From an optimization exercise on the open Yosys and OpenROAD flow, aimed at small area; shortcuts taken in it are not production practice.
Only simulation tests tie the RTL to the original design; equivalence was not proved.
Power is estimated from default activity; no workload was simulated.

File: config.mk
export PLATFORM = sky130hd
export DESIGN_NAME = lagtester_video
export DESIGN_NICKNAME = lagtester_video
export VERILOG_FILES = /design/flow/design.v
export SDC_FILE = /design/flow/constraint.sdc
export NUM_CORES = 4
export LEC_CHECK = 0
export ABC_AREA = 1
export CAP_MARGIN = 20
export CORE_MARGIN = 2
export CORE_UTILIZATION = 40
export SLEW_MARGIN = 20
export SYNTH_MEMORY_MAX_BITS = 16384
File: constraint.sdc
create_clock -name core_clock -period 6.7 [get_ports {clock}]
set_input_delay 1.3400 -clock core_clock [delete_from_list [all_inputs] [get_ports {clock}]]
set_output_delay 1.3400 -clock core_clock [all_outputs]
set_load 0.01 [all_outputs]
File: design.v
module lagtester_video(
    input  wire        clock,
    input  wire        reset,
    input  wire [7:0]  config_data,
    input  wire [79:0] bcdcount,
    output wire [9:0]  tmds_red,
    output wire [9:0]  tmds_green,
    output wire [9:0]  tmds_blue,
    output wire        starttrigger
);
    localparam [2:0] P1080 = 3'd0, I1080 = 3'd1, P720 = 3'd2, P480 = 3'd3, I480 = 3'd4;
    function glyph_bit(input [5:0] fa_gid, input [3:0] fa_row, input [2:0] fa_col);
        reg [7:0] w;
        begin
        case ({fa_gid, fa_row})
            10'd2: w = 8'b00111100;
            10'd3: w = 8'b01000010;
            10'd4: w = 8'b01000010;
            10'd5: w = 8'b01000110;
            10'd6: w = 8'b01001010;
            10'd7: w = 8'b01010010;
            10'd8: w = 8'b01100010;
            10'd9: w = 8'b01000010;
            10'd10: w = 8'b01000010;
            10'd11: w = 8'b01000010;
            10'd12: w = 8'b00111100;
            10'd18: w = 8'b00011000;
            10'd19: w = 8'b00101000;
            10'd20: w = 8'b00001000;
            10'd21: w = 8'b00001000;
            10'd22: w = 8'b00001000;
            10'd23: w = 8'b00001000;
            10'd24: w = 8'b00001000;
            10'd25: w = 8'b00001000;
            10'd26: w = 8'b00001000;
            10'd27: w = 8'b00001000;
            10'd28: w = 8'b00111110;
            10'd34: w = 8'b00111100;
            10'd35: w = 8'b01000010;
            10'd36: w = 8'b00000010;
            10'd37: w = 8'b00000010;
            10'd38: w = 8'b00000010;
            10'd39: w = 8'b00000010;
            10'd40: w = 8'b00111100;
            10'd41: w = 8'b01000000;
            10'd42: w = 8'b01000000;
            10'd43: w = 8'b01000000;
            10'd44: w = 8'b01111110;
            10'd50: w = 8'b00111100;
            10'd51: w = 8'b01000010;
            10'd52: w = 8'b00000010;
            10'd53: w = 8'b00000010;
            10'd54: w = 8'b00001100;
            10'd55: w = 8'b00000010;
            10'd56: w = 8'b00000010;
            10'd57: w = 8'b00000010;
            10'd58: w = 8'b00000010;
            10'd59: w = 8'b01000010;
            10'd60: w = 8'b00111100;
            10'd66: w = 8'b00001000;
            10'd67: w = 8'b00001000;
            10'd68: w = 8'b00011000;
            10'd69: w = 8'b00011000;
            10'd70: w = 8'b00101000;
            10'd71: w = 8'b00101000;
            10'd72: w = 8'b01001000;
            10'd73: w = 8'b01001000;
            10'd74: w = 8'b01111110;
            10'd75: w = 8'b00001000;
            10'd76: w = 8'b00001000;
            10'd82: w = 8'b01111110;
            10'd83: w = 8'b01000000;
            10'd84: w = 8'b01000000;
            10'd85: w = 8'b01000000;
            10'd86: w = 8'b01111100;
            10'd87: w = 8'b00000010;
            10'd88: w = 8'b00000010;
            10'd89: w = 8'b00000010;
            10'd90: w = 8'b00000010;
            10'd91: w = 8'b01000010;
            10'd92: w = 8'b00111100;
            10'd98: w = 8'b00111100;
            10'd99: w = 8'b01000000;
            10'd100: w = 8'b01000000;
            10'd101: w = 8'b01000000;
            10'd102: w = 8'b01111100;
            10'd103: w = 8'b01000010;
            10'd104: w = 8'b01000010;
            10'd105: w = 8'b01000010;
            10'd106: w = 8'b01000010;
            10'd107: w = 8'b01000010;
            10'd108: w = 8'b00111100;
            10'd114: w = 8'b01111110;
            10'd115: w = 8'b00000010;
            10'd116: w = 8'b00000010;
            10'd117: w = 8'b00000100;
            10'd118: w = 8'b00000100;
            10'd119: w = 8'b00001000;
            10'd120: w = 8'b00001000;
            10'd121: w = 8'b00010000;
            10'd122: w = 8'b00010000;
            10'd123: w = 8'b00010000;
            10'd124: w = 8'b00010000;
            10'd130: w = 8'b00111100;
            10'd131: w = 8'b01000010;
            10'd132: w = 8'b01000010;
            10'd133: w = 8'b01000010;
            10'd134: w = 8'b00111100;
            10'd135: w = 8'b01000010;
            10'd136: w = 8'b01000010;
            10'd137: w = 8'b01000010;
            10'd138: w = 8'b01000010;
            10'd139: w = 8'b01000010;
            10'd140: w = 8'b00111100;
            10'd146: w = 8'b00111100;
            10'd147: w = 8'b01000010;
            10'd148: w = 8'b01000010;
            10'd149: w = 8'b01000010;
            10'd150: w = 8'b01000010;
            10'd151: w = 8'b01000010;
            10'd152: w = 8'b00111110;
            10'd153: w = 8'b00000010;
            10'd154: w = 8'b00000010;
            10'd155: w = 8'b00000010;
            10'd156: w = 8'b00111100;
            10'd178: w = 8'b01000000;
            10'd179: w = 8'b01000000;
            10'd180: w = 8'b01000000;
            10'd181: w = 8'b01000000;
            10'd182: w = 8'b01000000;
            10'd183: w = 8'b01000000;
            10'd184: w = 8'b01000000;
            10'd185: w = 8'b01000000;
            10'd186: w = 8'b01000000;
            10'd187: w = 8'b01000000;
            10'd188: w = 8'b01111110;
            10'd197: w = 8'b00111000;
            10'd198: w = 8'b00000100;
            10'd199: w = 8'b00000100;
            10'd200: w = 8'b00111100;
            10'd201: w = 8'b01000100;
            10'd202: w = 8'b01000100;
            10'd203: w = 8'b01000100;
            10'd204: w = 8'b00111100;
            10'd213: w = 8'b00111100;
            10'd214: w = 8'b01000100;
            10'd215: w = 8'b01000100;
            10'd216: w = 8'b01000100;
            10'd217: w = 8'b01000100;
            10'd218: w = 8'b01000100;
            10'd219: w = 8'b01000100;
            10'd220: w = 8'b00111100;
            10'd221: w = 8'b00000100;
            10'd222: w = 8'b00000100;
            10'd223: w = 8'b00111000;
            10'd226: w = 8'b00010000;
            10'd229: w = 8'b00110000;
            10'd230: w = 8'b00010000;
            10'd231: w = 8'b00010000;
            10'd232: w = 8'b00010000;
            10'd233: w = 8'b00010000;
            10'd234: w = 8'b00010000;
            10'd235: w = 8'b00010000;
            10'd236: w = 8'b00111000;
            10'd247: w = 8'b00111110;
            10'd261: w = 8'b01111000;
            10'd262: w = 8'b01000100;
            10'd263: w = 8'b01000100;
            10'd264: w = 8'b01000100;
            10'd265: w = 8'b01000100;
            10'd266: w = 8'b01000100;
            10'd267: w = 8'b01000100;
            10'd268: w = 8'b01000100;
            10'd277: w = 8'b01101000;
            10'd278: w = 8'b01010100;
            10'd279: w = 8'b01010100;
            10'd280: w = 8'b01010100;
            10'd281: w = 8'b01010100;
            10'd282: w = 8'b01010100;
            10'd283: w = 8'b01010100;
            10'd284: w = 8'b01010100;
            10'd293: w = 8'b00111000;
            10'd294: w = 8'b01000000;
            10'd295: w = 8'b01000000;
            10'd296: w = 8'b00111000;
            10'd297: w = 8'b00000100;
            10'd298: w = 8'b00000100;
            10'd299: w = 8'b00000100;
            10'd300: w = 8'b01111000;
            10'd310: w = 8'b00010000;
            10'd316: w = 8'b00010000;
            10'd325: w = 8'b00011100;
            10'd326: w = 8'b00100000;
            10'd327: w = 8'b00100000;
            10'd328: w = 8'b00100000;
            10'd329: w = 8'b00100000;
            10'd330: w = 8'b00100000;
            10'd331: w = 8'b00100000;
            10'd332: w = 8'b00011100;
            10'd341: w = 8'b01000100;
            10'd342: w = 8'b01000100;
            10'd343: w = 8'b01000100;
            10'd344: w = 8'b01000100;
            10'd345: w = 8'b01000100;
            10'd346: w = 8'b01000100;
            10'd347: w = 8'b01000100;
            10'd348: w = 8'b00111000;
            10'd357: w = 8'b00011100;
            10'd358: w = 8'b00100000;
            10'd359: w = 8'b00100000;
            10'd360: w = 8'b00100000;
            10'd361: w = 8'b00100000;
            10'd362: w = 8'b00100000;
            10'd363: w = 8'b00100000;
            10'd364: w = 8'b00100000;
            10'd373: w = 8'b00111000;
            10'd374: w = 8'b01000100;
            10'd375: w = 8'b01000100;
            10'd376: w = 8'b01111000;
            10'd377: w = 8'b01000000;
            10'd378: w = 8'b01000000;
            10'd379: w = 8'b01000000;
            10'd380: w = 8'b00111100;
            10'd386: w = 8'b00010000;
            10'd387: w = 8'b00010000;
            10'd388: w = 8'b00010000;
            10'd389: w = 8'b00111000;
            10'd390: w = 8'b00010000;
            10'd391: w = 8'b00010000;
            10'd392: w = 8'b00010000;
            10'd393: w = 8'b00010000;
            10'd394: w = 8'b00010000;
            10'd395: w = 8'b00010000;
            10'd396: w = 8'b00001100;
            10'd412: w = 8'b00010000;
            10'd419: w = 8'b00000010;
            10'd420: w = 8'b00000010;
            10'd421: w = 8'b00000100;
            10'd422: w = 8'b00000100;
            10'd423: w = 8'b00001000;
            10'd424: w = 8'b00001000;
            10'd425: w = 8'b00010000;
            10'd426: w = 8'b00010000;
            10'd427: w = 8'b00100000;
            10'd428: w = 8'b00100000;
            10'd437: w = 8'b01000100;
            10'd438: w = 8'b00101000;
            10'd439: w = 8'b00101000;
            10'd440: w = 8'b00010000;
            10'd441: w = 8'b00010000;
            10'd442: w = 8'b00101000;
            10'd443: w = 8'b00101000;
            10'd444: w = 8'b01000100;
            10'd453: w = 8'b01000100;
            10'd454: w = 8'b01000100;
            10'd455: w = 8'b01000100;
            10'd456: w = 8'b01000100;
            10'd457: w = 8'b00101000;
            10'd458: w = 8'b00101000;
            10'd459: w = 8'b00010000;
            10'd460: w = 8'b00010000;
            10'd466: w = 8'b11111110;
            10'd467: w = 8'b00010000;
            10'd468: w = 8'b00010000;
            10'd469: w = 8'b00010000;
            10'd470: w = 8'b00010000;
            10'd471: w = 8'b00010000;
            10'd472: w = 8'b00010000;
            10'd473: w = 8'b00010000;
            10'd474: w = 8'b00010000;
            10'd475: w = 8'b00010000;
            10'd476: w = 8'b00010000;
            10'd482: w = 8'b00111100;
            10'd483: w = 8'b01000010;
            10'd484: w = 8'b01000000;
            10'd485: w = 8'b01000000;
            10'd486: w = 8'b00111100;
            10'd487: w = 8'b00000010;
            10'd488: w = 8'b00000010;
            10'd489: w = 8'b00000010;
            10'd490: w = 8'b00000010;
            10'd491: w = 8'b01000010;
            10'd492: w = 8'b00111100;
            10'd498: w = 8'b00010000;
            10'd499: w = 8'b00010000;
            10'd500: w = 8'b00010000;
            10'd501: w = 8'b00010000;
            10'd502: w = 8'b00010000;
            10'd503: w = 8'b00010000;
            10'd504: w = 8'b00010000;
            10'd505: w = 8'b00010000;
            10'd506: w = 8'b00010000;
            10'd507: w = 8'b00010000;
            10'd508: w = 8'b00001100;
            10'd514: w = 8'b01000000;
            10'd515: w = 8'b01000000;
            10'd516: w = 8'b01000000;
            10'd517: w = 8'b01111000;
            10'd518: w = 8'b01000100;
            10'd519: w = 8'b01000100;
            10'd520: w = 8'b01000100;
            10'd521: w = 8'b01000100;
            10'd522: w = 8'b01000100;
            10'd523: w = 8'b01000100;
            10'd524: w = 8'b01000100;
            10'd533: w = 8'b01111000;
            10'd534: w = 8'b01000100;
            10'd535: w = 8'b01000100;
            10'd536: w = 8'b01000100;
            10'd537: w = 8'b01000100;
            10'd538: w = 8'b01000100;
            10'd539: w = 8'b01000100;
            10'd540: w = 8'b01111000;
            10'd541: w = 8'b01000000;
            10'd542: w = 8'b01000000;
            10'd543: w = 8'b01000000;
            default: w = 8'b0;
        endcase
        glyph_bit = w[~fa_col];
        end
    endfunction
    function [5:0] lag_glyph(input [5:0] fb_cell);
        case (fb_cell)
            6'd0: lag_glyph = 6'd11;
            6'd1: lag_glyph = 6'd12;
            6'd2: lag_glyph = 6'd13;
            6'd3: lag_glyph = 6'd10;
            6'd4: lag_glyph = 6'd14;
            6'd5: lag_glyph = 6'd16;
            6'd6: lag_glyph = 6'd10;
            6'd7: lag_glyph = 6'd17;
            6'd8: lag_glyph = 6'd18;
            6'd9: lag_glyph = 6'd19;
            6'd10: lag_glyph = 6'd20;
            6'd11: lag_glyph = 6'd21;
            6'd12: lag_glyph = 6'd22;
            6'd13: lag_glyph = 6'd22;
            6'd14: lag_glyph = 6'd23;
            6'd15: lag_glyph = 6'd16;
            6'd16: lag_glyph = 6'd24;
            6'd17: lag_glyph = 6'd19;
            6'd18: lag_glyph = 6'd10;
            6'd19: lag_glyph = 6'd15;
            6'd20: lag_glyph = 6'd15;
            6'd21: lag_glyph = 6'd15;
            6'd22: lag_glyph = 6'd25;
            6'd23: lag_glyph = 6'd15;
            6'd24: lag_glyph = 6'd15;
            6'd25: lag_glyph = 6'd17;
            6'd26: lag_glyph = 6'd14;
            6'd27: lag_glyph = 6'd16;
            6'd28: lag_glyph = 6'd26;
            6'd29: lag_glyph = 6'd17;
            6'd30: lag_glyph = 6'd12;
            6'd31: lag_glyph = 6'd27;
            6'd32: lag_glyph = 6'd19;
            6'd33: lag_glyph = 6'd10;
            6'd34: lag_glyph = 6'd15;
            6'd35: lag_glyph = 6'd15;
            6'd36: lag_glyph = 6'd15;
            6'd37: lag_glyph = 6'd25;
            6'd38: lag_glyph = 6'd15;
            6'd39: lag_glyph = 6'd15;
            6'd40: lag_glyph = 6'd10;
            6'd41: lag_glyph = 6'd26;
            6'd42: lag_glyph = 6'd10;
            6'd43: lag_glyph = 6'd15;
            6'd44: lag_glyph = 6'd15;
            6'd45: lag_glyph = 6'd15;
            6'd46: lag_glyph = 6'd25;
            6'd47: lag_glyph = 6'd15;
            6'd48: lag_glyph = 6'd15;
            6'd49: lag_glyph = 6'd12;
            6'd50: lag_glyph = 6'd28;
            6'd51: lag_glyph = 6'd23;
            6'd52: lag_glyph = 6'd22;
            6'd53: lag_glyph = 6'd12;
            6'd54: lag_glyph = 6'd13;
            6'd55: lag_glyph = 6'd23;
            6'd56: lag_glyph = 6'd19;
            6'd57: lag_glyph = 6'd10;
            6'd58: lag_glyph = 6'd15;
            6'd59: lag_glyph = 6'd15;
            6'd60: lag_glyph = 6'd15;
            6'd61: lag_glyph = 6'd25;
            6'd62: lag_glyph = 6'd15;
            6'd63: lag_glyph = 6'd15;
        endcase
    endfunction
    function [5:0] res_glyph(input [2:0] fc_mode, input [4:0] fc_cell);
        case (fc_cell)
            5'd0: res_glyph = 6'd29;
            5'd1: res_glyph = 6'd14;
            5'd2: res_glyph = 6'd17;
            5'd3: res_glyph = 6'd23;
            5'd4: res_glyph = 6'd10;
            5'd5: res_glyph = 6'd30;
            5'd6: res_glyph = 6'd31;
            5'd7: res_glyph = 6'd23;
            5'd8: res_glyph = 6'd21;
            5'd9: res_glyph = 6'd24;
            5'd10: res_glyph = 6'd32;
            5'd11: res_glyph = 6'd10;
            5'd12: case (fc_mode)
                I1080: res_glyph = 6'd1;
                P720: res_glyph = 6'd10;
                P480: res_glyph = 6'd10;
                I480: res_glyph = 6'd10;
                default: res_glyph = 6'd1;
            endcase
            5'd13: case (fc_mode)
                I1080: res_glyph = 6'd0;
                P720: res_glyph = 6'd7;
                P480: res_glyph = 6'd4;
                I480: res_glyph = 6'd4;
                default: res_glyph = 6'd0;
            endcase
            5'd14: case (fc_mode)
                I1080: res_glyph = 6'd8;
                P720: res_glyph = 6'd2;
                P480: res_glyph = 6'd8;
                I480: res_glyph = 6'd8;
                default: res_glyph = 6'd8;
            endcase
            5'd15: res_glyph = 6'd0;
            5'd16: case (fc_mode)
                I1080: res_glyph = 6'd14;
                P720: res_glyph = 6'd33;
                P480: res_glyph = 6'd33;
                I480: res_glyph = 6'd14;
                default: res_glyph = 6'd33;
            endcase
            default: res_glyph = 6'd10;
        endcase
    endfunction
    function ge12(input [11:0] v, input [11:0] c);
        integer i;
        reg gt, eq;
        begin
            gt = 0;
            eq = 1;
            for (i = 11; i >= 0; i = i - 1) begin
                gt = gt | (eq & v[i] & ~c[i]);
                eq = eq & (v[i] ~^ c[i]);
            end
            ge12 = gt | eq;
        end
    endfunction
    function gem(input [2:0] m, input [11:0] v,
                 input [11:0] c0, input [11:0] c1, input [11:0] c2, input [11:0] c3, input [11:0] c4);
        case (m)
            I1080:   gem = ge12(v, c1);
            P720:    gem = ge12(v, c2);
            P480:    gem = ge12(v, c3);
            I480:    gem = ge12(v, c4);
            default: gem = ge12(v, c0);
        endcase
    endfunction
    function eqm(input [2:0] m, input [11:0] v,
                 input [11:0] c0, input [11:0] c1, input [11:0] c2, input [11:0] c3, input [11:0] c4);
        case (m)
            I1080:   eqm = v == c1;
            P720:    eqm = v == c2;
            P480:    eqm = v == c3;
            I480:    eqm = v == c4;
            default: eqm = v == c0;
        endcase
    endfunction
    reg [2:0] mode, mode_p, mode_pp;
    always @(posedge clock) begin
        if (reset) mode <= P1080;
        else case (config_data)
            8'h02: mode <= P1080;
            8'h03: mode <= I1080;
            8'h04: mode <= P720;
            8'h08: mode <= P480;
            8'h09: mode <= I480;
            default: ;
        endcase
        mode_p <= mode;
        mode_pp <= mode_p;
    end
    reg [11:0] cx;
    reg [10:0] cy;
    reg        state;
    wire [11:0] cy12 = {1'b0, cy};
    wire x_end = gem(mode, cx, 1099, 2199, 1649, 857, 1715);
    wire y_end = state ? gem(mode, cy12, 1124, 562, 749, 524, 262)
                       : gem(mode, cy12, 1124, 561, 749, 524, 261);
    always @(posedge clock) begin
        if (reset) begin
            cx <= 0;
            cy <= 0;
            state <= 0;
        end else if (!x_end) begin
            cx <= cx + 1'b1;
        end else begin
            cx <= 0;
            if (!y_end) begin
                cy <= cy + 1'b1;
            end else begin
                cy <= 0;
                state <= ~state;
            end
        end
    end
    wire pol = mode == P1080 || mode == I1080 || mode == P720;
    wire hsync_on = !gem(mode, cx, 22, 44, 40, 62, 124);
    wire in_vsync = !gem(mode, cy12, 6, 6, 6, 7, 4);               
    wire at_vsync = eqm(mode, cy12, 5, 5, 5, 6, 3);                
    wire before_off = state && (mode == I1080 ? !ge12(cx, 1100) :
                                mode == I480  ? !ge12(cx, 858) : 1'b0);
    wire vsync_off = (cy == 0 && before_off) || (at_vsync && !before_off);
    wire vsync_on = in_vsync && !vsync_off;
    wire de_x = gem(mode, cx, 96, 192, 260, 122, 238) && !gem(mode, cx, 1056, 2112, 1540, 842, 1678);
    wire de_y = state ? gem(mode, cy12, 41, 21, 25, 36, 19) && !gem(mode, cy12, 1121, 561, 745, 516, 259)
                      : gem(mode, cy12, 41, 20, 25, 36, 18) && !gem(mode, cy12, 1121, 560, 745, 516, 258);
    reg hs1, vs1, de1, hs2, vs2, de2;
    always @(posedge clock) begin
        hs1 <= hsync_on ~^ pol;
        vs1 <= vsync_on ~^ pol;
        de1 <= de_x && de_y;
        hs2 <= hs1;
        vs2 <= vs1;
        de2 <= de1;
    end
    reg [4:0] frame_cnt;
    reg       fields_on;
    reg [2:0] meta_cnt;
    reg       trig;
    assign starttrigger = trig;
    wire frame_start = eqm(mode, cx, 96, 192, 260, 122, 238) &&
        (state ? eqm(mode, cy12, 41, 21, 25, 36, 19) : eqm(mode, cy12, 41, 20, 25, 36, 18));
    always @(posedge clock) begin
        if (reset) begin
            frame_cnt <= 0;
            fields_on <= 0;
            meta_cnt <= 0;
            trig <= 0;
        end else if (frame_start) begin
            if (frame_cnt < 19 + meta_cnt)
                frame_cnt <= frame_cnt + 1'b1;
            else
                frame_cnt <= 0;
            if (frame_cnt == 0) begin
                trig <= 1;
                fields_on <= 1;
            end else if (frame_cnt > 14) begin
                fields_on <= 0;
            end
            meta_cnt <= meta_cnt + 1'b1;
        end else begin
            trig <= 0;
        end
    end
    reg [3:0] res_addr, lag_addr;
    reg [5:0] vsbp_p, vls;
    always @(*) begin
        case (mode_p)
            I1080: vsbp_p = state ? 21 : 20;
            P720:  vsbp_p = 25;
            P480:  vsbp_p = 36;
            I480:  vsbp_p = state ? 19 : 18;
            default: vsbp_p = 41;
        endcase
        case (mode)
            I1080: vls = 60;
            P720:  vls = 60;
            P480:  vls = 50;
            I480:  vls = 25;
            default: vls = 120 - 64;
        endcase
    end
    wire [5:0] line_y = cy[5:0] - vsbp_p;
    wire [5:0] lag_line_y = line_y - vls;
    always @(posedge clock) begin
        if (!reset && cx == 0) begin
            case (mode)
                P1080, P720: res_addr <= line_y[4:1];
                default:     res_addr <= line_y[3:0];
            endcase
            case (mode)
                P1080, P720: lag_addr <= lag_line_y[5:2];
                I480:        lag_addr <= lag_line_y[3:0];
                default:     lag_addr <= lag_line_y[4:1];
            endcase
        end
    end
    reg [1:0] fld;
    reg [3:0] ph;
    reg [79:0] dg;
    wire [3:0] fnone = {bcdcount[79:60] == 20'h99999, bcdcount[59:40] == 20'h0,
                        bcdcount[39:20] == 20'h99999, bcdcount[19:0] == 20'h99999};
    wire finvalid = fnone[fld];
    always @(posedge clock) begin
        if (cx == 4) begin
            fld <= 0;
            ph <= 0;
        end else if (ph == 0) begin
            if (finvalid) begin
                fld <= fld + 1'b1;
                if (fld == 3) ph <= 15;
            end else begin
                ph <= 1;
            end
        end else if (ph == 8) begin
            fld <= fld + 1'b1;
            ph <= (fld == 3) ? 4'd15 : 4'd0;
        end else if (ph < 8) begin
            ph <= ph + 1'b1;
        end
    end
    genvar gf, gd;
    generate
        for (gf = 0; gf < 4; gf = gf + 1) begin : g_f
            for (gd = 0; gd < 5; gd = gd + 1) begin : g_d
                always @(posedge clock) begin
                    if (fld == gf && ph == gd + 1)
                        dg[(gf*5+gd)*4 +: 4] <= bcdcount[gf*20 + gd*4 +: 4];
                    else if (gd == 0 && fld == gf && ph == 0 && finvalid)
                        dg[(gf*5+gd)*4 +: 4] <= 4'hf;
                end
            end
        end
    endgenerate
    reg [11:0] kx;
    reg [5:0]  vsbp_pp;
    always @(*) begin
        case (mode_pp)
            I1080: begin kx = -12'd193; vsbp_pp = state ? 21 : 20; end
            P720:  begin kx = -12'd261; vsbp_pp = 25; end
            P480:  begin kx = -12'd123; vsbp_pp = 36; end
            I480:  begin kx = -12'd239; vsbp_pp = state ? 19 : 18; end
            default: begin kx = -12'd97; vsbp_pp = 41; end
        endcase
    end
    wire [11:0] x = cx + kx;
    wire [11:0] y = cy12 - vsbp_pp;
    wire test_area = fields_on &&
        gem(mode, x, 60, 120, 80, 40, 80) && !gem(mode, x, 300, 600, 400, 200, 400) &&
        (!gem(mode, y, 90, 45, 60, 40, 20) ||
         (gem(mode, y, 495, 247, 330, 220, 110) && !gem(mode, y, 585, 292, 390, 260, 130)) ||
         (gem(mode, y, 990, 495, 660, 440, 220) && !gem(mode, y, 1080, 540, 720, 480, 240)));
    wire res_area = !gem(mode, y, 32, 16, 32, 16, 16) && gem(mode, x, 824, 1648, 1008, 584, 1168);
    wire yr0 = gem(mode, y, 120, 60, 60, 50, 25);
    wire yr1 = gem(mode, y, 184, 92, 124, 82, 41);
    wire yr2 = gem(mode, y, 248, 124, 188, 114, 57);
    wire yr3 = gem(mode, y, 312, 156, 252, 146, 73);
    wire yr4 = gem(mode, y, 376, 188, 316, 178, 89);
    wire row0 = yr0 && !yr1;
    wire row1 = yr1 && !yr2;
    wire row2 = yr2 && !yr3;
    wire row3 = yr3 && !yr4;
    wire xl1 = gem(mode, x, 520, 1040, 760, 380, 760);
    wire xl2 = gem(mode, x, 600, 1200, 920, 460, 920);
    wire xl3 = gem(mode, x, 744, 1488, 1208, 604, 1208);
    wire text_area = gem(mode, x, 360, 720, 440, 220, 440) &&
        ((row0 && !xl1) || (row1 && !xl2) || (row2 && !xl3) || (row3 && !xl2));
    wire rhalf = !(mode_p == P1080 || mode_p == P480);
    wire [7:0] rx = rhalf ? x[8:1] : x[7:0];
    wire res_in = gem(mode_p, x, 824, 1648, 1008, 584, 1168) && !gem(mode_p, x, 960, 1920, 1280, 720, 1440);
    wire lquarter = !(mode_p == P1080 || mode_p == P480);
    wire lwide = mode_p == P1080 || mode_p == I1080;
    wire [10:0] xs = lquarter ? {1'b0, x[11:2]} : x[11:1];
    reg  [11:0] ld;
    always @(*) begin
        case ({lwide, row0, row1, row2})
            4'b1100: ld = 12'd0 - 12'd180;
            4'b1010: ld = 12'd80 - 12'd180;
            4'b1001: ld = 12'd200 - 12'd180;
            4'b1000: ld = 12'd392 - 12'd180;
            4'b0100: ld = 12'd0 - 12'd110;
            4'b0010: ld = 12'd80 - 12'd110;
            4'b0001: ld = 12'd200 - 12'd110;
            default: ld = 12'd392 - 12'd110;
        endcase
    end
    wire [11:0] lq = {1'b0, xs} + ld;
    wire [5:0] lcell = lq[8:3];
    reg [4:0] rc0;
    always @(*) begin
        case (mode_p)
            P720:       rc0 = 504 >> 3;
            P480, I480: rc0 = 584 >> 3;
            default:    rc0 = 824 >> 3;
        endcase
    end
    wire [4:0] rcell = rx[7:3] - rc0;
    reg       sa_test, sa_res, sa_valid;
    reg [5:0] sa_cell;
    reg [2:0] sa_col;
    always @(posedge clock) begin
        sa_test <= test_area;
        sa_res <= res_area;
        sa_valid <= res_area ? res_in : (text_area && lq[11:9] == 0);
        sa_cell <= res_area ? {1'b0, rcell} : lcell;
        sa_col <= res_area ? rx[2:0] : lq[2:0];
    end
    reg  [3:0] sdig, sd0;
    always @(*) begin
        case (sa_cell)
            24: sdig = dg[3:0];   23: sdig = dg[7:4];   21: sdig = dg[11:8];  20: sdig = dg[15:12]; 19: sdig = dg[19:16];
            39: sdig = dg[23:20]; 38: sdig = dg[27:24]; 36: sdig = dg[31:28]; 35: sdig = dg[35:32]; 34: sdig = dg[39:36];
            48: sdig = dg[43:40]; 47: sdig = dg[47:44]; 45: sdig = dg[51:48]; 44: sdig = dg[55:52]; 43: sdig = dg[59:56];
            63: sdig = dg[63:60]; 62: sdig = dg[67:64]; 60: sdig = dg[71:68]; 59: sdig = dg[75:72]; 58: sdig = dg[79:76];
            default: sdig = 4'hf;
        endcase
        case (sa_cell)
            24, 23, 21, 20, 19: sd0 = dg[3:0];
            39, 38, 36, 35, 34: sd0 = dg[23:20];
            48, 47, 45, 44, 43: sd0 = dg[43:40];
            default:            sd0 = dg[63:60];
        endcase
    end
    wire [5:0] lgid = lag_glyph(sa_cell);
    wire [5:0] lag_gid = (lgid == 15) ? {2'b00, sdig | {4{sd0 == 4'hf}}} : lgid;
    wire [5:0] gid = sa_res ? res_glyph(mode_pp, sa_cell[4:0]) : lag_gid;
    wire [3:0] grow = sa_res ? res_addr : lag_addr;
    wire gbit = glyph_bit(gid, grow, sa_col);
    wire pix = sa_test || (sa_valid && gbit);
    reg pix4, pix5;
    always @(posedge clock) begin
        pix4 <= pix;
        pix5 <= pix4;
    end
    reg signed [3:0] disp;
    reg o_de, o_a, o_b, o_c;
    always @(posedge clock) begin
        if (!de2)
            disp <= 0;
        else if (disp == 0)
            disp <= -4;
        else if (disp < 0)
            disp <= disp + (pix5 ? 4'sd3 : 4'sd5);
        else
            disp <= disp - 4'sd4;
        o_de <= de2;
        o_a <= de2 ? pix5 : hs2;
        o_b <= de2 ? disp[3] : hs2;
        o_c <= de2 ? (pix5 ^ disp[3]) : ~(vs2 ^ hs2);
    end
    wire [9:0] sym_rg = {~o_de | o_c, ~(o_de & o_a),
                         o_de & o_b, ~o_de | o_b, o_de & o_b, ~o_de | o_b,
                         o_de & o_b, ~o_de | o_b, o_de & o_b, o_de & o_b};
    wire o_bx = ~(o_b ^ o_de);
    assign tmds_red = sym_rg;
    assign tmds_green = sym_rg;
    assign tmds_blue = {o_c, ~o_a, o_b, o_bx, o_b, o_bx, o_b, o_bx, o_b, o_b};
endmodule
File: run.sh
#!/bin/bash
# synth_recipe.tcl (not shown) runs the flow's synth.tcl, then flattens the netlist and writes it again
# the make line also repeats each setting of config.mk as NAME=value (left out here)
make -C /OpenROAD-flow-scripts/flow DESIGN_CONFIG=/design/flow/config.mk WORK_HOME=/design/flow/orfs CLKGATE_MAP_FILE= SYNTH_SCRIPT=/design/flow/synth_recipe.tcl finish
==> results by group, run 1 <==
Cells and area
  • Layout Cells excl Fill: 3,116
  • Final #Nets: 2,754
  • Fraction of layout instances using a drive strength above 1: 0.06159
  • Fin area: 17,940 um2
  • Layout area overhead: 14.79%
  • Diodes inserted: 0

Timing
  • Hold Vio Cnt, Final: 0
  • Fin worst setup slack: 0.5460 ns
  • Fmax: 162.5 MHz
  • Period utilization: 0.9185
  • Setup Skew: 0.04191 ns
  • Max-slew headroom: 0.3709
  • Worst slew pin tran: 0.9337 ns
  • Total negative slack: 0 ns
  • Pins over their slew limit: 0
  • Final setup viols: 0
  • Min Tclk post-route: 6.154 ns

Die
  • DIE WIDTH: 201.7 um
  • DIE HEIGHT: 201.7 um
  • Area of the die: 40,660 um2
  • Row count: 72
  • Core region area: 38,650 um2
  • Initial Utilization: 0.4043
  • IO Pins: 121

Global routing
  • First-pass GRT wire length: 88,920 um
  • Vias in the first global route: 16,780
  • Gr usage total: 0.2757
  • Total grt overflow: 0
  • Largest net degree at the start of global routing: 43
  • Initial antenna violation count: 0

Synth
  • Register area share after synthesis: 0.2678
  • Post-synthesis cell count: 2,501
  • #FFs+latches synth: 165
  • Mapped cell area: 15,630 um2
  • Number of synthesized flops with an enable pin: 88
  • Syn Nets: 2,670
  • Most common cell in the netlist: nand2_1
  • Synth area leaders: edfxtp_1, nand2_1, dfxtp_1, nor2_1, inv_1
  • Yosys cell types: 61
  • Ranking of synthesized cells by instance count: nand2_1, nor2_1, inv_1
  • Mean Syn Cell Area: 6.248 um2
  • Yosys synthesis warning count: 1
  • Synth Flop Type: edfxtp_1
  • Asr flop ratio synth: 0
  • Post-synth top area share: 0.1691
  • Yosys top cell by area: edfxtp_1

Pwr
  • Lkg Pwr: 7.947 nW
  • Sw power: 1.972 mW
  • Gate power share: 0.480
  • Power Dens Cells: 240.6 nW/um2
  • Max IR drop VDD: 0.0001888 V
  • Net switching fraction of the power: 0.4570
  • Share of power burned in registers: 0.282
  • Total internal power: 2.343 mW
  • Power share of the clock group: 0.237

Critical path
  • R2r startpoint: mode_pp[1]
  • Crit. End Element: flip-flop
  • Worst Path Required: 7.15 ns
  • Crit path max-delay cell type: fa_1
  • Critical path origin: mode_pp[1]
  • Critical Path Most Common Cell: nand2_1
  • Crit Path Max Fanout: 8
  • Critical path class: reg -> reg
  • Reg2reg path depth: 47
  • Startpoint type of the worst setup path: flip-flop
  • Max stage delay on crit path: 0.40 ns
  • CP arrival: 6.60 ns

Place
  • Dpl cells: 3,078
  • Placed Area: 17,180 um2
  • Buffers on Ports: 120
  • Place WS: 0.1391 ns
  • Routability cong.: 0.9901
  • HPWL after DPL: 45,160 um

CTS
  • CTS Root Cell: clkbuf_16
  • CTS sink count: 165
  • Clock Latency Late Sink: 0.50 ns
  • Cts hold-fix bufs: 0
  • Num CTS Buffers: 17
  • Clk slew on worst S/H paths: 0.08 ns
  • Clock Tree Buf Depth: 2
  • H-tree Lvls: 4
  • CTS tree: built

Min path
  • Hold depth: 0
  • Hold/Removal Path Class: reg -> reg
  • Hold path start: vs1

Drt
  • Routed wire length: 56,550 um
  • Via density: 5.613
  • DR pass1 iterations: 8
  • Post-route DRC violation count: 0
  • Antenna viol nets, final: 0
  • Initial DRC Count: 1,458
  • Vias: 17,490
  • Avg WL per Cell: 18.15 um

Status
  • Status: finished clean

Flow run
  • Max-cap violation count: 0
[sequential cells by signal, summed over array words and instances (netlist names), 4 cells and up, named ones only]
register and cells:
sa_cell 6, lag_addr 4, frame_cnt 5, ph 4, cx 12, cy 11
dg 80, res_addr 4
[cells by family after synthesis]
| group | synth area share |
|---|---|
| flops | 0.2678 |
| simple gates | 0.3923 |
| xor+xnor | 0.01954 |
| buf+inv | 0.1095 |
| fa+ha+maj | 0.06662 |
| compound gates | 0.1444 |
[layout by cell type, fill, tap and decap left out, types with 6 or more instances in the layout]
cell type / count
nand2_1: 668
nor2_1: 352
inv_1: 289
nand3_1: 209
o21ai_0: 125
a21oi_1: 120
clkdlybuf4s50_1: 120
edfxtp_1: 88
dfxtp_1: 76
ha_1: 70
nand4_1: 61
nor3_1: 43
buf_4: 33
o21ai_1: 27
inv_2: 25
xor2_1: 23
o211ai_1: 22
clkbuf_16: 17
a31oi_1: 16
nor4_1: 16
or2_2: 13
nor2_2: 13
nand3b_1: 13
a211oi_1: 12
nand2_2: 10
xnor2_1: 10
nand3_2: 9
o21a_1: 8
o311ai_0: 7
fa_1: 7
a2111oi_0: 6
[repair_timing]
action,CTS,global route
endpoints found under the setup margin,0,2
gates resized for setup,0,28
setup buffers,0,5
[final timing paths]
kind / endpoint / slack (ns)
worst max-delay path: sa_valid / 0.55
worst min-delay path: vs2 / 0.33
worst max register to register: sa_valid / 0.55
worst min register to register: vs2 / 0.33
[critical path: cells and delay by family (launching register included)]
family	cells	cell delay [ns]
buffers and inverters	7	0.63
adders and majority gates	3	0.83
AOI/OAI and AO/OA	9	1.24
and+or+nand+nor	28	3.02
DFF	1	0.36
[final cells by class]
type,count,area [um2]
Fill cell,4106,20710
Multi-Input combinational cell,1929,9846
Sequential cell,165,4185
Timing Repair Buffer,154,1460
Inverter,318,1194
Tap cell,518,648.1
Clock buffer,19,442.9
Clock inverter,13,161.4
[stage by stage]
| step | hold slack [ns] | util | power, mW |
|---|---|---|---|
| global placement | 0.3138 | 0.4446 | 3.249 |
| global route | 0.3386 | 0.4641 | 4.644 |
| detailed placement | 0.3128 | 0.4446 | 3.262 |
| finish | 0.3294 | 0.4641 | 4.315 |
| CTS | 0.3292 | 0.4602 | 4.286 |
| floorplan | 0.3096 | - | 2.733 |
[per-layer routing]
layer  track usage  wire (um)  up-vias
li1              -          -     8449
met1        0.3662      24350     8099
met2        0.4468      25950      791
met3       0.03855       4244      150
met4        0.1213       2001        0
met5             0          0        -
[power groups by stage]
stage | clock [mW] | combinational (mW) | sequential [mW]
2_1_floorplan | 0 | 1.54 | 1.20
3_3_place_gp | 0 | 2.01 | 1.24
3_5_place_dp | 0 | 2.02 | 1.24
4_1_cts | 1.04 | 2.03 | 1.22
5_1_grt | 1.08 | 2.34 | 1.23
6_report | 1.02 | 2.07 | 1.22
==> inputs of run 2 (changes only) <==
--- a/design.v
+++ b/design.v
@@ -625,15 +625,18 @@
     endgenerate
-    reg [11:0] kx;
-    reg [5:0]  vsbp_pp;
+    reg [11:0] hsbp_p;
+    reg [5:0]  vsbp_p2;
     always @(*) begin
-        case (mode_pp)
-            I1080: begin kx = -12'd193; vsbp_pp = state ? 21 : 20; end
-            P720:  begin kx = -12'd261; vsbp_pp = 25; end
-            P480:  begin kx = -12'd123; vsbp_pp = 36; end
-            I480:  begin kx = -12'd239; vsbp_pp = state ? 19 : 18; end
-            default: begin kx = -12'd97; vsbp_pp = 41; end
+        case (mode_p)
+            I1080: begin hsbp_p = 192; vsbp_p2 = state ? 21 : 20; end
+            P720:  begin hsbp_p = 260; vsbp_p2 = 25; end
+            P480:  begin hsbp_p = 122; vsbp_p2 = 36; end
+            I480:  begin hsbp_p = 238; vsbp_p2 = state ? 19 : 18; end
+            default: begin hsbp_p = 96; vsbp_p2 = 41; end
         endcase
     end
-    wire [11:0] x = cx + kx;
-    wire [11:0] y = cy12 - vsbp_pp;
+    reg [11:0] x, y;
+    always @(posedge clock) begin
+        x <= cx - hsbp_p;
+        y <= cy12 - vsbp_p2;
+    end
     wire test_area = fields_on &&
==> flow/run.sh (new file) <==
#!/bin/bash
# Layout flow: the standard synthesis, its combinational logic re-mapped for
# area (flip-flops untouched), then the standard layout steps, with 1x port
# buffers. Each tool's output goes to a log of its own in this folder.
set -euo pipefail
W=$(pwd)
F=$W/flow
R=$W/orfs/results/${FLOW_PLATFORM}/lagtester_video/base
YOSYS=$(command -v yosys || echo "$FLOW_HOME/../tools/install/yosys/bin/yosys")

# 1. standard synthesis
bash standard.sh synth > "$W/step1_synth.log" 2>&1

# 2. re-map the combinational logic
cp "$R/1_2_yosys.v" "$W/std_synth.v"
REMAP_LIB="$FLOW_HOME/platforms/${FLOW_PLATFORM}/lib/sky130_fd_sc_hd__tt_025C_1v80.lib" \
REMAP_DONT_USE="$F/dont_use.txt" REMAP_SCRIPT="$F/remap.abc" \
REMAP_IN="$W/std_synth.v" REMAP_OUT="$W/remap.v" REMAP_REPORT="$W/remap_stat.txt" \
  "$YOSYS" -c "$F/remap.tcl" > "$W/step2_remap.log" 2>&1
"$YOSYS" -p "read_liberty -lib $FLOW_HOME/platforms/${FLOW_PLATFORM}/lib/sky130_fd_sc_hd__tt_025C_1v80.lib; read_verilog $W/remap.v; hierarchy -check -top ${FLOW_TOP}; check -assert -mapped" > "$W/step2_check.log" 2>&1
cp "$W/remap.v" "$R/1_2_yosys.v"
rm -f "$R/1_synth.odb" "$R/1_synth.sdc"

# 3. the standard layout from the re-mapped netlist; ports get 1x buffers
BUFFER_PORTS_ARGS="-buffer_cell sky130_fd_sc_hd__buf_1" bash standard.sh finish > "$W/step3_layout.log" 2>&1
test -f "$W/out/final.def"
==> flow/dont_use.txt (new file) <==
sky130_fd_sc_hd__lpflow_bleeder_1
sky130_fd_sc_hd__lpflow_clkbufkapwr_1
sky130_fd_sc_hd__lpflow_clkbufkapwr_16
sky130_fd_sc_hd__lpflow_clkbufkapwr_2
sky130_fd_sc_hd__lpflow_clkbufkapwr_4
sky130_fd_sc_hd__lpflow_clkbufkapwr_8
sky130_fd_sc_hd__lpflow_clkinvkapwr_1
sky130_fd_sc_hd__lpflow_clkinvkapwr_16
sky130_fd_sc_hd__lpflow_clkinvkapwr_2
sky130_fd_sc_hd__lpflow_clkinvkapwr_4
sky130_fd_sc_hd__lpflow_clkinvkapwr_8
sky130_fd_sc_hd__lpflow_decapkapwr_12
sky130_fd_sc_hd__lpflow_decapkapwr_3
sky130_fd_sc_hd__lpflow_decapkapwr_4
sky130_fd_sc_hd__lpflow_decapkapwr_6
sky130_fd_sc_hd__lpflow_decapkapwr_8
sky130_fd_sc_hd__lpflow_inputiso0n_1
sky130_fd_sc_hd__lpflow_inputiso0p_1
sky130_fd_sc_hd__lpflow_inputiso1n_1
sky130_fd_sc_hd__lpflow_inputiso1p_1
sky130_fd_sc_hd__lpflow_inputisolatch_1
sky130_fd_sc_hd__lpflow_isobufsrc_1
sky130_fd_sc_hd__lpflow_isobufsrc_16
sky130_fd_sc_hd__lpflow_isobufsrc_2
sky130_fd_sc_hd__lpflow_isobufsrc_4
sky130_fd_sc_hd__lpflow_isobufsrc_8
sky130_fd_sc_hd__lpflow_isobufsrckapwr_16
sky130_fd_sc_hd__lpflow_lsbuf_lh_hl_isowell_tap_1
sky130_fd_sc_hd__lpflow_lsbuf_lh_hl_isowell_tap_2
sky130_fd_sc_hd__lpflow_lsbuf_lh_hl_isowell_tap_4
sky130_fd_sc_hd__lpflow_lsbuf_lh_isowell_4
sky130_fd_sc_hd__lpflow_lsbuf_lh_isowell_tap_1
sky130_fd_sc_hd__lpflow_lsbuf_lh_isowell_tap_2
sky130_fd_sc_hd__lpflow_lsbuf_lh_isowell_tap_4
sky130_fd_sc_hd__probe_p_8
sky130_fd_sc_hd__probec_p_8
==> flow/remap.abc (new file) <==
strash
&get -n
&deepsyn -T 60
&put
dch -f
amap
==> flow/remap.tcl (new file) <==
# Re-maps the combinational logic of the standard synthesis netlist for area.
# Every flip-flop instance of the netlist is kept as it is (same name, same
# cell), so the registers stay those of the standard synthesis.
yosys -import
set lib $::env(REMAP_LIB)
set top $::env(FLOW_TOP)
set dont_use {}
foreach c [split [string trim [read [open $::env(REMAP_DONT_USE)]]] "\n"] {
  lappend dont_use -dont_use $c
}
read_liberty -wb -ignore_miss_func $lib
read_verilog -sv $::env(REMAP_IN)
hierarchy -top $top
# keep the flip-flops (and any other sequential cell) as cell instances
blackbox =sky130_fd_sc_hd__*df* =sky130_fd_sc_hd__*dl* =sky130_fd_sc_hd__*sdf*
flatten -wb
opt_clean
tee -o $::env(REMAP_REPORT).before stat -liberty $lib
abc -script $::env(REMAP_SCRIPT) -liberty $lib {*}$dont_use
opt_clean -purge
hilomap -singleton -hicell sky130_fd_sc_hd__conb_1 HI -locell sky130_fd_sc_hd__conb_1 LO
insbuf -buf sky130_fd_sc_hd__buf_1 A X
opt_clean -purge
tee -o $::env(REMAP_REPORT) stat -liberty $lib
select $top
write_verilog -noattr -nohex -nodec -selected $::env(REMAP_OUT)
==> standard.sh (new file) <==
#!/bin/bash
# synth_recipe.tcl (not shown) runs the flow's synth.tcl, then flattens the netlist and writes it again
# the make line also repeats each setting of config.mk as NAME=value (left out here)
make -C /OpenROAD-flow-scripts/flow DESIGN_CONFIG=/design/flow/config.mk WORK_HOME=/design/flow/orfs CLKGATE_MAP_FILE= SYNTH_SCRIPT=/design/flow/synth_recipe.tcl "${@:-finish}"
--- a/config.mk
+++ b/config.mk
@@ -8,6 +8,7 @@
 export ABC_AREA = 1
-export CAP_MARGIN = 20
+export CAP_MARGIN = 0
 export CORE_MARGIN = 2
 export CORE_UTILIZATION = 40
-export SLEW_MARGIN = 20
+export CTS_BUF_LIST = sky130_fd_sc_hd__clkbuf_8
+export SLEW_MARGIN = 0
 export SYNTH_MEMORY_MAX_BITS = 16384
removed: run.sh
==> run 2 against run 1 <==
Final cell count shrank 29%. Sequential power grew 12%. First-iteration DRC count grew 34%. Largest cell class unchanged. Via count shrank 22%. Final area shrank 24%. Critical endpoint unchanged. Clock skew shrank 0.022 ns. Flip-flop and latch count grew 24. Sequential share of layout area grew 11 points. Still clean. Die area shrank 23%.
==> results by group, run 2 <==
Critical path
  • Crit Path Max Fanout: 12 (+4)
  • Crit. End Element: flip-flop
  • Crit path max-delay cell type: dfxtp_1
  • Worst Path Required: 7.08 ns (-0.07 ns)
  • Critical Path Most Common Cell: nor2_1
  • Startpoint type of the worst setup path: flip-flop
  • CP arrival: 6.41 ns (-0.19 ns)
  • Max stage delay on crit path: 0.45 ns (+0.05 ns)
  • Critical path class: reg -> reg

Die
  • Initial Utilization: 0.4056 (+0.001274)
  • Area of the die: 31,460 um2 (-23%)
  • IO Pins: 121 (unchanged)
  • DIE WIDTH: 177.4 um (-12%)
  • DIE HEIGHT: 177.4 um (-12%)
  • Row count: 63 (-13%)
  • Core region area: 29,640 um2 (-23%)

CTS
  • CTS Root Cell: clkbuf_8
  • H-tree Lvls: 4 (unchanged)
  • Clock Latency Late Sink: 0.51 ns (about the same)
  • CTS sink count: 189 (+15%)
  • Clock Tree Buf Depth: 2 (unchanged)
  • Clk slew on worst S/H paths: 0.10 ns (+0.02 ns)
  • CTS tree: built
  • Num CTS Buffers: 17 (unchanged)

Drt
  • Antenna viol nets, final: 0 (unchanged)
  • Vias: 13,700 (-22%)
  • Routed wire length: 46,380 um (-18%)
  • Initial DRC Count: 1,952 (+34%)
  • DR pass1 iterations: 6 (-2)
  • Via density: 6.150 (+9.6%)
  • Avg WL per Cell: 20.83 um (+15%)
  • Post-route DRC violation count: 0 (unchanged)

Place
  • Routability cong.: 1.022 (+3.2%)
  • Buffers on Ports: 120 (unchanged)
  • HPWL after DPL: 36,160 um (-20%)

Cells and area
  • Fraction of layout instances using a drive strength above 1: 0.03919 (-0.02239)
  • Commonest non-fill, non-tap cells in the layout: nor2_1, clkinv_1, nand2_1
  • Final #Nets: 1,914 (-31%)
  • Fin util: 0.4571 (-0.007019)
  • Layout area overhead: 12.70%
  • Diodes inserted: 0 (unchanged)
  • Commonest non-fill, non-tap cell in the layout: nor2_1
  • Fillers: 3,088 (-25%)
  • Multi-input logic area: 6548 um2 (-33%)
  • Largest register FFs: 80 (unchanged)
  • Reg with most FFs: dg
  • Register Area: 4664 um2 (+11%)

Synth
  • Post-synthesis cell count: 1,671 (-33%)
  • Mean Syn Cell Area: 7.194 um2 (+15%)
  • Syn Nets: 1,761 (-34%)
  • Mapped cell area: 12,020 um2 (-23%)
  • Yosys synthesis warning count: 1 (unchanged)

Global routing
  • Total grt overflow: 0 (unchanged)
  • First-pass GRT wire length: 71,840 um (-19%)
  • Gr usage total: 0.2959 (+0.02017)
  • Largest net degree at the start of global routing: 24 (-44%)
  • Initial antenna violation count: 0 (unchanged)
  • Vias in the first global route: 12,830 (-24%)

Timing
  • Period utilization: 0.9001 (-0.01841)
  • Final setup viols: 0 (unchanged)
  • Min Tclk post-route: 6.031 ns (-0.1234 ns)
  • Setup Skew: 0.02037 ns (-0.02154 ns)
  • RSZ-0062 raised after global routing: no
  • Total negative slack: 0 ns (unchanged)
  • Max-slew headroom: 0.3899 (+0.01895)
  • Fmax: 165.8 MHz (+2.0%)
  • Hold Vio Cnt, Final: 0 (unchanged)
  • Worst slew pin tran: 0.9056 ns (-0.02812 ns)
  • Pins over their slew limit: 0 (unchanged)

Pwr
  • Lkg Pwr: 4.328 nW (-46%)
  • Power Dens Cells: 273.9 nW/um2 (+14%)
  • Max IR drop VDD: 0.0001642 V (-13%)

Min path
  • Hold/Removal Path Class: reg -> reg

Flow run
  • Max-cap violation count: 0 (unchanged)

Status
  • Status: finished clean
## run 2: timing repair
item,4_1_cts,5_1_grt
setup buffers,0,0
endpoints found under the hold margin,0,0
setup endpoints to repair,0,1
gates resized for setup,0,1
hold buffers,0,0
## run 2: cell type report
class	count	share of cell area
multi-input combinational	1264	0.4833
sequential	189	0.3443
timing repair buffer	158	0.05430
inverter	194	0.05375
tap	390	0.03602
clock buffer	18	0.01829
clock inverter	14	0.01007
## run 2: path summary, 6_finish.rpt
kind / start / to / slack, ns / cells after the start
max: mode_p[0] / sa_valid / 0.67 / 32
min: hs1 / hs2 / 0.33 / 0
max reg2reg: mode_p[0] / sa_valid / 0.67 / 32
min reg2reg: hs1 / hs2 / 0.33 / 0
## run 2: power by group
part | total, mW | switching, mW | internal, mW
clock network | 0.752 | 0.473 | 0.280
registers | 1.37 | 0.0799 | 1.29
logic | 1.59 | 1.08 | 0.503
## run 2: critical path, delay by kind of cell, from the launching register on
kind                   cells  cell delay (ns)
buffers and inverters      3             0.76
AND/OR/NAND/NOR           19             3.33
flip-flops                 1             0.45
AO/OA/AOI/OAI             10             1.34
## run 2: layer usage
metal  global-route usage  wire length, um
met5                    0                0
met4               0.1660             2683
met3              0.04349             3753
met2               0.4854            21440
met1               0.3733            18510
## run 2: stage by stage
| stage | hold WS (ns) | instance area [um2] | power, mW | cells | worst slack [ns] |
|---|---|---|---|---|---|
| floorplan | 0.3096 | 12020 | 2.362 | 1671 | 0.3909 |
| global placement | 0.3121 | 13160 | 2.970 | 2195 | 0.7123 |
| detailed placement | 0.3135 | 13160 | 2.908 | 2195 | 0.5864 |
| CTS | 0.3368 | 13550 | 3.651 | 2227 | 0.5396 |
| global route | 0.3514 | 13550 | 3.907 | 2227 | 0.007577 |
| finish | 0.3348 | 13550 | 3.711 | 2227 | 0.6694 |
==> inputs of run 3 (changes only) <==
--- a/config.mk
+++ b/config.mk
@@ -11,3 +11,3 @@
 export CORE_UTILIZATION = 40
-export CTS_BUF_LIST = sky130_fd_sc_hd__clkbuf_8
+export GPL_TIMING_DRIVEN = 0
 export SLEW_MARGIN = 0
==> run 3 against run 2 <==
Clock-buffer cell count is 1 lower. Critical path type unchanged. Fmax decreased by 5.9%. Flip-flop and latch count is the same. Via count increased by 0.16%. Critical endpoint is now pix4. Critical path depth shrank 4. Worst setup slack lost 0.38 ns. Die area did not move. Combinational power is essentially flat. Clock skew decreased by 0.0046 ns.
==> results by group, run 3 <==
Die
  • Row count: 63 (unchanged)
  • DIE HEIGHT: 177.4 um (unchanged)
  • Area of the die: 31,460 um2 (unchanged)
  • Initial Utilization: 0.4056 (unchanged)
  • DIE WIDTH: 177.4 um (unchanged)
  • Core region area: 29,640 um2 (unchanged)
  • IO Pins: 121 (unchanged)

Cells and area
  • Commonest non-fill, non-tap cell in the layout: nor2_1
  • Largest register FFs: 80 (unchanged)
  • Fillers: 3,104 (+0.52%)
  • Final #Nets: 1,916 (+0.10%)
  • Layout area overhead: 15.32%
  • Fin area: 13,860 um2 (+2.3%)
  • Fin util: 0.4677 (+0.01064)
  • Layout Cells excl Fill: 2,229 (+0.090%)
  • Commonest non-fill, non-tap cells in the layout: nor2_1, clkinv_1, buf_1
  • Diodes inserted: 0 (unchanged)
  • Reg with most FFs: dg
  • Fraction of layout instances using a drive strength above 1: 0.04459 (+0.005395)

Timing
  • Period utilization: 0.9569 (+0.05682)
  • Fmax: 156.0 MHz (-5.9%)
  • RSZ-0062 raised after global routing: yes
  • Worst slew pin tran: 1.078 ns (+0.1728 ns)
  • Min Tclk post-route: 6.411 ns (+0.3807 ns)
  • Setup Skew: 0.01580 ns (-0.004564 ns)
  • Max-slew headroom: 0.2745 (-0.1154)
  • Final hold slack: 0.3312 ns (-0.003546 ns)
  • Hold Vio Cnt, Final: 0 (unchanged)
  • Final setup viols: 0 (unchanged)
  • Pins over their slew limit: 0 (unchanged)

Status
  • Status: finished clean

Place
  • HPWL after DPL: 35,200 um (-2.7%)
  • Routability cong.: 0.9900 (-3.1%)
  • Buffers on Ports: 120 (unchanged)
  • Placed Area: 12,990 um2 (-1.3%)
  • Dpl cells: 2,183 (-0.55%)

CTS
  • Clock Tree Buf Depth: 2 (unchanged)
  • CTS sink count: 189 (unchanged)
  • Clock Latency Late Sink: 0.46 ns (-0.05 ns)
  • Num CTS Buffers: 17 (unchanged)
  • CTS tree: built
  • Clk slew on worst S/H paths: 0.07 ns (-0.03 ns)
  • H-tree Lvls: 4 (unchanged)
  • CTS Root Cell: clkbuf_16

Pwr
  • Sw power: 1.700 mW (+4.0%)
  • Net switching fraction of the power: 0.4207 (-0.02010)
  • Total power: 4.042 mW (+8.9%)
  • Total internal power: 2.341 mW (+13%)
  • Power share of the clock group: 0.270 (+0.067)
  • Gate power share: 0.385 (-0.043)
  • Lkg Pwr: 4.406 nW (+1.8%)
  • Share of power burned in registers: 0.345 (-0.025)
  • Max IR drop VDD: 0.0002082 V (+27%)
  • Power Dens Cells: 291.5 nW/um2 (+6.4%)

Critical path
  • Max stage delay on crit path: 0.51 ns (+0.06 ns)
  • Startpoint type of the worst setup path: flip-flop
  • Worst Path Required: 7.03 ns (-0.05 ns)
  • Critical Path Most Common Cell: nor3_1
  • Crit Path Max Fanout: 20 (+8)
  • Crit path max-delay cell type: dfxtp_4
  • Critical path class: reg -> reg
  • CP arrival: 6.74 ns (+0.33 ns)
  • Crit. End Element: flip-flop

Drt
  • Via density: 6.154 (about the same)
  • Initial DRC Count: 1,719 (-12%)
  • Antenna viol nets, final: 0 (unchanged)
  • Avg WL per Cell: 20.52 um (-1.5%)
  • DR pass1 iterations: 7 (+1)
  • Vias: 13,720 (+0.16%)
  • Post-route DRC violation count: 0 (unchanged)
  • Routed wire length: 45,740 um (-1.4%)

Global routing
  • Vias in the first global route: 12,640 (-1.5%)
  • Gr usage total: 0.2917 (-0.004241)
  • Largest net degree at the start of global routing: 21 (-13%)
  • Initial antenna violation count: 0 (unchanged)
  • Total grt overflow: 0 (unchanged)
  • First-pass GRT wire length: 71,070 um (-1.1%)

Synth
  • Syn Nets: 1,761 (unchanged)
  • Post-synthesis cell count: 1,671 (unchanged)
  • Mean Syn Cell Area: 7.194 um2 (unchanged)
  • Yosys synthesis warning count: 1 (unchanged)
  • Mapped cell area: 12,020 um2 (unchanged)

Flow run
  • Max-cap violation count: 0 (unchanged)

Min path
  • Hold/Removal Path Class: reg -> reg
==> run 3: timing repair <==
| item | CTS | global route |
|---|---|---|
| setup buffers | 0 | 14 |
| setup endpoints to repair | 4 | 4 |
| gates resized for setup | 15 | 29 |
| hold buffers | 0 | 0 |
| pin swaps | 0 | 4 |
==> run 3: layout make-up <==
cell class | instances | area [um2] | area share
Buffer | 24 | 90.09 | 0.006498
Inverter | 194 | 757.0 | 0.05460
Clock inverter | 15 | 214.0 | 0.01543
Multi-Input combinational cell | 1264 | 6636 | 0.4787
Sequential cell | 189 | 4674 | 0.3372
Clock buffer | 17 | 425.4 | 0.03069
Tap cell | 390 | 488.0 | 0.03520
Timing Repair Buffer | 136 | 578.1 | 0.04170
==> run 3: worst max-delay path: cells and delay by family, from the launching register on <==
family / cells / cell delay [ns]
AOI/OAI and AO/OA: 8 / 1.78
buffers and inverters: 5 / 0.96
DFF: 1 / 0.51
and+or+nand+nor: 15 / 3.03
==> run 3: power by group through the flow <==
stage	sequential (mW)	combinational, mW	clock, mW
after detailed placement	1.41	1.44	0
after floorplan	1.37	0.991	0
after CTS	1.39	1.46	1.11
after global routing	1.40	1.67	1.16
final	1.40	1.56	1.09
after global placement	1.41	1.48	0
==> run 3: worst paths after layout <==
path,from,end,slack [ns],cells after the start
max,sa_cell[3],pix4,0.29,28
min,de1,de2,0.33,0
max reg2reg,sa_cell[3],pix4,0.29,28
min reg2reg,de1,de2,0.33,0
==> run 3: per-stage QoR <==
step                setup WS [ns]  TNS (ns)
floorplan                  0.3909         0
global placement           -3.128    -12.76
detailed placement         -1.161    -2.183
CTS                       0.02959         0
global route             -0.02396  -0.02396
finish                     0.2887         0
==> run 3: routing by layer <==
| metal | share of wire | global-route usage |
|---|---|---|
| met5 | 0 | 0 |
| met4 | 0.048 | 0.1424 |
| met3 | 0.079 | 0.04542 |
| met2 | 0.46 | 0.4789 |
| met1 | 0.41 | 0.3743 |
==> inputs of run 4 (changes only) <==
--- a/config.mk
+++ b/config.mk
@@ -8,7 +8,6 @@
 export ABC_AREA = 1
-export CAP_MARGIN = 0
+export CAP_MARGIN = 20
 export CORE_MARGIN = 2
 export CORE_UTILIZATION = 40
-export GPL_TIMING_DRIVEN = 0
-export SLEW_MARGIN = 0
+export SLEW_MARGIN = 20
 export SYNTH_MEMORY_MAX_BITS = 16384
==> run 4 against run 3 <==
Final cell count about the same. Critical path depth rose by 4. Sequential share of layout area rose by 0.23 points. Combinational power hardly changed. Routed wire length increased by 1.9%.
==> results by group, run 4 <==
Cells and area
  • Largest register FFs: 80 (unchanged)
  • Multi-input logic area: 6548 um2 (-1.3%)
  • Fillers: 3,071 (-1.1%)
  • Register Area: 4664 um2 (-0.21%)
  • Final #Nets: 1,914 (-0.10%)
  • Diodes inserted: 0 (unchanged)
  • Reg with most FFs: dg
  • Commonest non-fill, non-tap cells in the layout: nor2_1, clkinv_1, nand2_1
  • Layout area overhead: 14.29%
  • Fin util: 0.4636 (-0.004179)
  • Commonest non-fill, non-tap cell in the layout: nor2_1
  • Fraction of layout instances using a drive strength above 1: 0.03919 (-0.005395)

Pwr
  • Lkg Pwr: 4.415 nW (+0.20%)
  • Power Dens Cells: 289.0 nW/um2 (-0.87%)
  • Total power: 3.971 mW (-1.8%)
  • Max IR drop VDD: 0.0001901 V (-8.7%)

Timing
  • Max-slew headroom: 0.3497 (+0.07528)
  • Period utilization: 0.8951 (-0.06178)
  • Final setup viols: 0 (unchanged)
  • Min Tclk post-route: 5.997 ns (-0.4140 ns)
  • Setup Skew: 0.01406 ns (-0.001739 ns)
  • Hold Vio Cnt, Final: 0 (unchanged)
  • RSZ-0062 raised after global routing: no
  • Fin worst setup slack: 0.7026 ns (+0.4140 ns)
  • Fmax: 166.7 MHz (+6.9%)
  • Worst slew pin tran: 0.9652 ns (-0.1132 ns)
  • Total negative slack: 0 ns (unchanged)
  • Pins over their slew limit: 0 (unchanged)

Global routing
  • Total grt overflow: 0 (unchanged)
  • Gr usage total: 0.2967 (+0.004988)
  • Largest net degree at the start of global routing: 24 (+14%)
  • Vias in the first global route: 12,840 (+1.6%)
  • First-pass GRT wire length: 71,930 um (+1.2%)
  • Initial antenna violation count: 0 (unchanged)

Critical path
  • Startpoint type of the worst setup path: flip-flop
  • Crit. End Element: flip-flop
  • Worst Path Required: 7.04 ns (about the same)
  • Critical Path Most Common Cell: nor2_1
  • Critical path class: reg -> reg
  • CP arrival: 6.33 ns (-0.41 ns)
  • Max stage delay on crit path: 0.44 ns (-0.07 ns)
  • Crit path max-delay cell type: dfxtp_1
  • Crit Path Max Fanout: 12 (-40%)

Place
  • HPWL after DPL: 36,160 um (+2.7%)
  • Routability cong.: 1.022 (+3.2%)
  • Buffers on Ports: 120 (unchanged)
  • Place WS: 0.5864 ns (+1.747 ns)

Drt
  • Initial DRC Count: 1,906 (+11%)
  • Via density: 6.144 (-0.17%)
  • Antenna viol nets, final: 0 (unchanged)
  • Post-route DRC violation count: 0 (unchanged)
  • Vias: 13,680 (-0.26%)
  • Routed wire length: 46,620 um (+1.9%)
  • DR pass1 iterations: 6 (-1)
  • Avg WL per Cell: 20.93 um (+2.0%)

CTS
  • Cts hold-fix bufs: 0 (unchanged)
  • CTS Root Cell: clkbuf_16
  • CTS tree: built
  • Clock Tree Buf Depth: 2 (unchanged)
  • CTS sink count: 189 (unchanged)
  • Clk slew on worst S/H paths: 0.07 ns (about the same)
  • Num CTS Buffers: 17 (unchanged)
  • H-tree Lvls: 4 (unchanged)
  • Clock Latency Late Sink: 0.47 ns (about the same)

Synth
  • Post-synthesis cell count: 1,671 (unchanged)
  • Yosys synthesis warning count: 1 (unchanged)
  • Mean Syn Cell Area: 7.194 um2 (unchanged)
  • Mapped cell area: 12,020 um2 (unchanged)
  • Syn Nets: 1,761 (unchanged)

Min path
  • Hold/Removal Path Class: reg -> reg

Die
  • IO Pins: 121 (unchanged)
  • Area of the die: 31,460 um2 (unchanged)
  • DIE WIDTH: 177.4 um (unchanged)
  • Row count: 63 (unchanged)
  • Initial Utilization: 0.4056 (unchanged)
  • Core region area: 29,640 um2 (unchanged)
  • DIE HEIGHT: 177.4 um (unchanged)

Flow run
  • Max-cap violation count: 0 (unchanged)

Status
  • Status: finished clean
==> run 4: routing by layer <==
| metal | up-vias | GRT usage | share of wire |
|---|---|---|---|
| met5 | - | 0 | 0 |
| met4 | 0 | 0.1588 | 0.054 |
| met3 | 184 | 0.04627 | 0.081 |
| met2 | 834 | 0.4908 | 0.46 |
| met1 | 6257 | 0.3721 | 0.40 |
| li1 | 6407 | - | - |
==> run 4: final cells by class <==
class,instances,area share
clock inverter,14,0.009926
inverter,194,0.05300
sequential,189,0.3395
tap,390,0.03552
multi-input combinational,1264,0.4766
timing repair buffer,158,0.05355
clock buffer,18,0.03196
==> run 4: worst max-delay path: cells and delay by family (launching register included) <==
family,cells,cell delay (ns)
AOI/OAI and AO/OA,10,1.32
DFF,1,0.44
and+or+nand+nor,19,3.33
buffers and inverters,3,0.75
==> run 4: report_power, final <==
group / switching (mW) / internal, mW
registers: 0.0800 / 1.29
logic: 1.09 / 0.503
clock network: 0.509 / 0.499
==> run 4: path summary, 6_finish.rpt <==
path,from,to,slack (ns),cells past startpoint
setup / recovery,mode_p[0],sa_valid,0.70,32
hold / removal,vs1,vs2,0.33,0
setup reg to reg,mode_p[0],sa_valid,0.70,32
hold reg to reg,vs1,vs2,0.33,0
==> run 4: through the flow <==
step           cells  cell area [um2]  hold slack, ns
6_report        2227            13740          0.3291
5_1_grt         2227            13740          0.3439
4_1_cts         2227            13740          0.3299
2_1_floorplan   1671            12020          0.3096
3_3_place_gp    2195            13160          0.3121
3_5_place_dp    2195            13160          0.3135
==> run 4: repair_timing <==
item	CTS	global route
resized for setup	0	1
setup buffers	0	0
endpoints found under the setup margin	0	1

==> re-timing with driven ports <==
In the flow no input, the clock included, has a driving cell. The finished layouts below were timed again as built, in two steps. Step 1 sets driving cells, clkbuf_16 on the clock port and buf_2 on the other inputs (assumed; they add their load-dependent delay and slew). Step 2 times the ports against the registers' clock, not the clock port: input delays grow and output delays shrink by t, the midpoint of the rising clock arrivals with the driver on. Three values: ideal, step 1, step 2; two values: the first two.
run | t (ns) | setup slack, ns | worst hold slack (ns) | worst setup path after step 2 | worst data-port slew with drivers (ns)
run 1 | 0.530 | 0.546 / 0.546 / 0.546 | 0.329 / 0.329 / 0.329 | register to register | 0.04
run 2 | 0.551 | 0.669 / 0.669 / 0.669 | 0.335 / 0.335 / 0.335 | register to register | 0.04
run 3 | 0.501 | 0.289 / 0.289 / 0.289 | 0.331 / 0.331 / 0.331 | register to register | 0.04
run 4 | 0.510 | 0.703 / 0.703 / 0.703 | 0.329 / 0.329 / 0.329 | register to register | 0.04
After both steps setup and hold are still met in every run listed.
